Background: an optimization exercise with open tools, aiming at small area. Do not read the settings as production practice. Only simulation tests tie the RTL to the original design; equivalence was not proved. No driver is modelled on the clock port, so clock power and skew are understated where the tree is cut down; a real chip needs a root buffer or a tree. Power is estimated from default activity; no workload was simulated.

Design main, start of the top module:
module main(
	input SYSTEM_CLOCK,
	input RESET,
	input SPI_MISO,
	output SPI_MOSI,
	output SPI_SCK,
	output DAC_CS,
	output DAC_CLR,
	output [7:0]LEDS
);
wire tick;
seconds_clock counter(
	.SYSTEM_CLOCK(SYSTEM_CLOCK),
	.RESET(RESET),
	.SECONDS_TICK(tick)
);
dac_adapter send(
	.CLOCK(SYSTEM_CLOCK),
	.CE(tick),
	.RESET(RESET),
	.SPI_MISO(SPI_MISO),
	.SPI_SCK(SPI_SCK),
	.SPI_MOSI(SPI_MOSI),
	.DAC_CS(DAC_CS),
	.DAC_CLR(DAC_CLR),
	.CHECK(LEDS)
);
endmodule
Size: about 160 cells after synthesis, roughly 0.0013 sq mm of cells after synthesis.
Settings: LEC_CHECK=0, ABC_AREA=1, CAP_MARGIN=20, CORE_AREA=5 5 85 85, DIE_AREA=0 0 90 90, SLEW_MARGIN=20; clock period 10.0 ns.
standard.sh (not shown) runs the stock make flow with config.mk's settings and CLKGATE_MAP_FILE= SYNTH_SCRIPT=/design/flow/synth_recipe.tcl, a recipe that flattens the netlist after the stock synthesis.
==> flow/flow/run.sh <==
#!/bin/bash
# Own layout flow: the standard synthesis, then an area re-mapping of its
# combinational logic (flip-flops untouched), then the standard layout
# with smaller port buffers and a one-level clock tree of its own (cts.tcl).
set -euo pipefail
W=$(pwd)
F=$W/flow
R=$W/orfs/results/$FLOW_PLATFORM/main/base
LIB=$FLOW_HOME/platforms/$FLOW_PLATFORM/lib/sky130_fd_sc_hd__tt_025C_1v80.lib

bash standard.sh synth > $W/log_synth.txt 2>&1

cp $R/1_2_yosys.v $W/std_synth.v
DU=$(sed -n '/^export DONT_USE_CELLS += /,/^#/p' $FLOW_HOME/platforms/$FLOW_PLATFORM/config.mk | tr -d '\\' | grep -o 'sky130_fd_sc_hd__[a-z0-9_]*' | sed 's/^/-dont_use /' | tr '\n' ' ')
# remap IN TAG SCRIPTTEXT: one ABC run on netlist IN, result in remap_TAG.v,
# its area in remap_after_TAG.txt
remap() {
  echo "$3" > $W/abc_$2.abc
  sed -e "s#LIBFILE#$LIB#g" -e "s#IN_NETLIST#$1#" -e "s#OUT_NETLIST#$W/remap_$2.v#" \
      -e "s#LOGDIR/remap_after#$W/remap_after_$2#" -e "s#LOGDIR/remap_before#$W/remap_before_$2#" \
      -e "s#ABCSCRIPT#$W/abc_$2.abc#" -e "s#DONTUSE#$DU#" $F/remap.ys > $W/remap_$2.ys
  yosys -s $W/remap_$2.ys > $W/log_remap_$2.txt 2>&1 || true
}
# pick TAG...: the smallest of the given results
pick() {
  local best="" bestarea="" t a
  for t in "$@"; do
    a=$(grep -s "Chip area for module '.main'" $W/remap_after_$t.txt | awk '{print $NF}') || true
    [[ -n "$a" ]] || continue
    echo "$t $a" >> $W/remap_choice.txt
    if [[ -z "$bestarea" ]] || awk "BEGIN{exit !($a < $bestarea)}"; then best=$t; bestarea=$a; fi
  done
  echo "chosen $best $bestarea" >> $W/remap_choice.txt
  echo $best
}
# round 1: a plain area mapping and deepsyn with several seeds, 4 at a time
remap $W/std_synth.v plain "strash; dc2; dch -f; map -a; topo; strash; dc2; dch -f; map -a; topo"
for S in 1 2 3 4 5 6 7 8; do
  remap $W/std_synth.v r1s$S "strash; &get -n; &deepsyn -T 45 -S $S; &put; dch -f; amap; topo" &
  if (( S % 4 == 0 )); then wait; fi
done
wait
b1=$(pick plain r1s1 r1s2 r1s3 r1s4 r1s5 r1s6 r1s7 r1s8)
# round 2: deepsyn again from the best of round 1
for S in 1 2 3 4; do
  remap $W/remap_$b1.v r2s$S "strash; &get -n; &deepsyn -T 45 -S $S; &put; dch -f; amap; topo" &
done
wait
best=$(pick $b1 r2s1 r2s2 r2s3 r2s4)
cp $W/remap_$best.v $W/remap.v
cp $W/remap.v $R/1_2_yosys.v

export BUFFER_PORTS_ARGS="-buffer_cell sky130_fd_sc_hd__buf_1"
bash standard.sh place > $W/log_place.txt 2>&1
RESULTS=$R FLOWDIR=$F LEAF_CELL=sky130_fd_sc_hd__clkbuf_8 LEAF_COUNT=2 \
  openroad -no_init -exit $F/cts.tcl > $W/log_cts.txt 2>&1
bash standard.sh finish > $W/log_layout.txt 2>&1
Other scripts of this flow, unchanged in this note and not shown: flow/flow/cts.tcl, flow/flow/leafclk.tcl, flow/flow/remap.ys
The starting point completed with no timing, DRC or antenna violations.
Edit:
--- a/flow/flow/run.sh
+++ b/flow/flow/run.sh
@@ -36,16 +36,17 @@
 # round 1: a plain area mapping and deepsyn with several seeds, 4 at a time
 remap $W/std_synth.v plain "strash; dc2; dch -f; map -a; topo; strash; dc2; dch -f; map -a; topo"
-for S in 1 2 3 4 5 6 7 8; do
+for S in $(seq 1 16); do
   remap $W/std_synth.v r1s$S "strash; &get -n; &deepsyn -T 45 -S $S; &put; dch -f; amap; topo" &
   if (( S % 4 == 0 )); then wait; fi
 done
 wait
-b1=$(pick plain r1s1 r1s2 r1s3 r1s4 r1s5 r1s6 r1s7 r1s8)
+b1=$(pick plain $(for S in $(seq 1 16); do echo r1s$S; done))
 # round 2: deepsyn again from the best of round 1
-for S in 1 2 3 4; do
+for S in $(seq 1 8); do
   remap $W/remap_$b1.v r2s$S "strash; &get -n; &deepsyn -T 45 -S $S; &put; dch -f; amap; topo" &
+  if (( S % 4 == 0 )); then wait; fi
 done
 wait
-best=$(pick $b1 r2s1 r2s2 r2s3 r2s4)
+best=$(pick $b1 $(for S in $(seq 1 8); do echo r2s$S; done))
 cp $W/remap_$best.v $W/remap.v
 cp $W/remap.v $R/1_2_yosys.v
--- a/flow/config.mk
+++ b/flow/config.mk
@@ -7,6 +7,6 @@
 export LEC_CHECK = 0
 export ABC_AREA = 1
-export CAP_MARGIN = 20
+export CAP_MARGIN = 0
 export CORE_AREA = 5 5 85 85
 export DIE_AREA = 0 0 90 90
-export SLEW_MARGIN = 20
+export SLEW_MARGIN = 0
What happened: Utilization decreases by 0.18 points; cell area falls by 0.75%; total power falls by 0.84%.
Edit:
--- a/flow/flow/run.sh
+++ b/flow/flow/run.sh
@@ -52,5 +52,6 @@
 cp $W/remap.v $R/1_2_yosys.v
 
-export BUFFER_PORTS_ARGS="-buffer_cell sky130_fd_sc_hd__buf_1"
+export DONT_BUFFER_PORTS=1
+export PRE_GLOBAL_PLACE_TCL=$F/ports.tcl
 bash standard.sh place > $W/log_place.txt 2>&1
 RESULTS=$R FLOWDIR=$F LEAF_CELL=sky130_fd_sc_hd__clkbuf_8 LEAF_COUNT=2 \
==> flow/flow/ports.tcl (new file) <==
# Port buffers (run before global placement in place of ORFS's own call):
# buf_1 on every port but RESET, which fans out to most flip-flops and gets
# a buf_4.
buffer_ports -inputs -outputs -buffer_cell sky130_fd_sc_hd__buf_1
set rnet [[[ord::get_db_block] findBTerm RESET] getNet]
foreach it [$rnet getITerms] {
  set inst [$it getInst]
  if {[[$inst getMaster] getName] eq "sky130_fd_sc_hd__buf_1"} {
    replace_cell [$inst getName] sky130_fd_sc_hd__buf_4
    puts "ports.tcl: [$inst getName] on RESET is now a buf_4"
  }
}
--- a/flow/config.mk
+++ b/flow/config.mk
@@ -7,6 +7,7 @@
 export LEC_CHECK = 0
 export ABC_AREA = 1
-export CAP_MARGIN = 0
+export CAP_MARGIN = 20
 export CORE_AREA = 5 5 85 85
 export DIE_AREA = 0 0 90 90
-export SLEW_MARGIN = 0
+export GPL_TIMING_DRIVEN = 0
+export SLEW_MARGIN = 20
After rerunning: Setup slack loses 0.0060 ns; cell area went down by about 0.9%; sequential cell count does not change; clock power went up by about 2%; worst hold slack is about the same; register-to-register slack gains 0.19 ns; via count went down by about 0.9%.
Edit:
--- a/flow/flow/run.sh
+++ b/flow/flow/run.sh
@@ -52,6 +52,5 @@
 cp $W/remap.v $R/1_2_yosys.v
 
-export DONT_BUFFER_PORTS=1
-export PRE_GLOBAL_PLACE_TCL=$F/ports.tcl
+export BUFFER_PORTS_ARGS="-buffer_cell sky130_fd_sc_hd__buf_1"
 bash standard.sh place > $W/log_place.txt 2>&1
 RESULTS=$R FLOWDIR=$F LEAF_CELL=sky130_fd_sc_hd__clkbuf_8 LEAF_COUNT=2 \
--- a/flow/config.mk
+++ b/flow/config.mk
@@ -10,4 +10,3 @@
 export CORE_AREA = 5 5 85 85
 export DIE_AREA = 0 0 90 90
-export GPL_TIMING_DRIVEN = 0
 export SLEW_MARGIN = 20
removed: flow/flow/ports.tcl
=> The changed run finished clean. Total power barely changes. Clock skew barely changes. Worst setup slack gets better by 0.0060 ns. Routed wire length came out higher by 3.0%. Design area came out higher by 0.94%. Critical path depth stays the same. Register-to-register slack gets worse by 0.19 ns. Synthesized area came out higher by 0.78%. Core utilization came out higher by 0.22 points. Global-route usage came out higher by 0.34 points. First-iteration DRC count came out lower by 12%.
Edit:
--- a/flow/flow/run.sh
+++ b/flow/flow/run.sh
@@ -52,5 +52,6 @@
 cp $W/remap.v $R/1_2_yosys.v
 
-export BUFFER_PORTS_ARGS="-buffer_cell sky130_fd_sc_hd__buf_1"
+export DONT_BUFFER_PORTS=1
+export PRE_GLOBAL_PLACE_TCL=$F/ports.tcl
 bash standard.sh place > $W/log_place.txt 2>&1
 RESULTS=$R FLOWDIR=$F LEAF_CELL=sky130_fd_sc_hd__clkbuf_8 LEAF_COUNT=2 \
==> flow/flow/ports.tcl (new file) <==
# Port buffers (run before global placement in place of ORFS's own call):
# buf_1 on the outputs; buf_4 on the inputs, as RESET fans out to most
# flip-flops.
buffer_ports -inputs -buffer_cell sky130_fd_sc_hd__buf_4
buffer_ports -outputs -buffer_cell sky130_fd_sc_hd__buf_1
--- a/flow/config.mk
+++ b/flow/config.mk
@@ -10,3 +10,4 @@
 export CORE_AREA = 5 5 85 85
 export DIE_AREA = 0 0 90 90
+export GPL_TIMING_DRIVEN = 0
 export SLEW_MARGIN = 20
Via count decreases by 2.9%.
Final cell count decreases by 1.6%.
Setup slack gets better by 0.032 ns.
In every run of this note, the design's own scripts or RTL, not TritonCTS, make the clock network.

re-timing with driven ports:
No port has a modelled driver above. Below, the same layouts with a new extraction and two added sets of constraints. Step 1 (the two cells are an assumption about what drives the block):
set clk [get_ports {SYSTEM_CLOCK}]
set_driving_cell -lib_cell sky130_fd_sc_hd__clkbuf_16 $clk
set_driving_cell -lib_cell sky130_fd_sc_hd__buf_2 [delete_from_list [all_inputs] $clk]
Step 2 adds t to the input delays and takes it off the output delays; t is the mean of the earliest and latest rising clock arrival at the registers after step 1. Input paths then give back, and output paths get back, about the clock's delay inside the block. a / b / c = ideal ports / drivers / drivers and shift; a / b = the first two.
run | shift t [ns] | setup WS [ns] | cell pins on the clock port's net
the first run | 0.190 | 5.689 / 5.653 / 5.842 | 2
the second run | 0.182 | 5.926 / 5.894 / 6.076 | 2
the third run | 0.189 | 5.920 / 5.884 / 6.073 | 2
the fourth run | 0.182 | 5.926 / 5.894 / 6.076 | 2
the fifth run | 0.188 | 5.958 / 5.923 / 6.111 | 2
After both steps setup and hold are still met in every run listed.
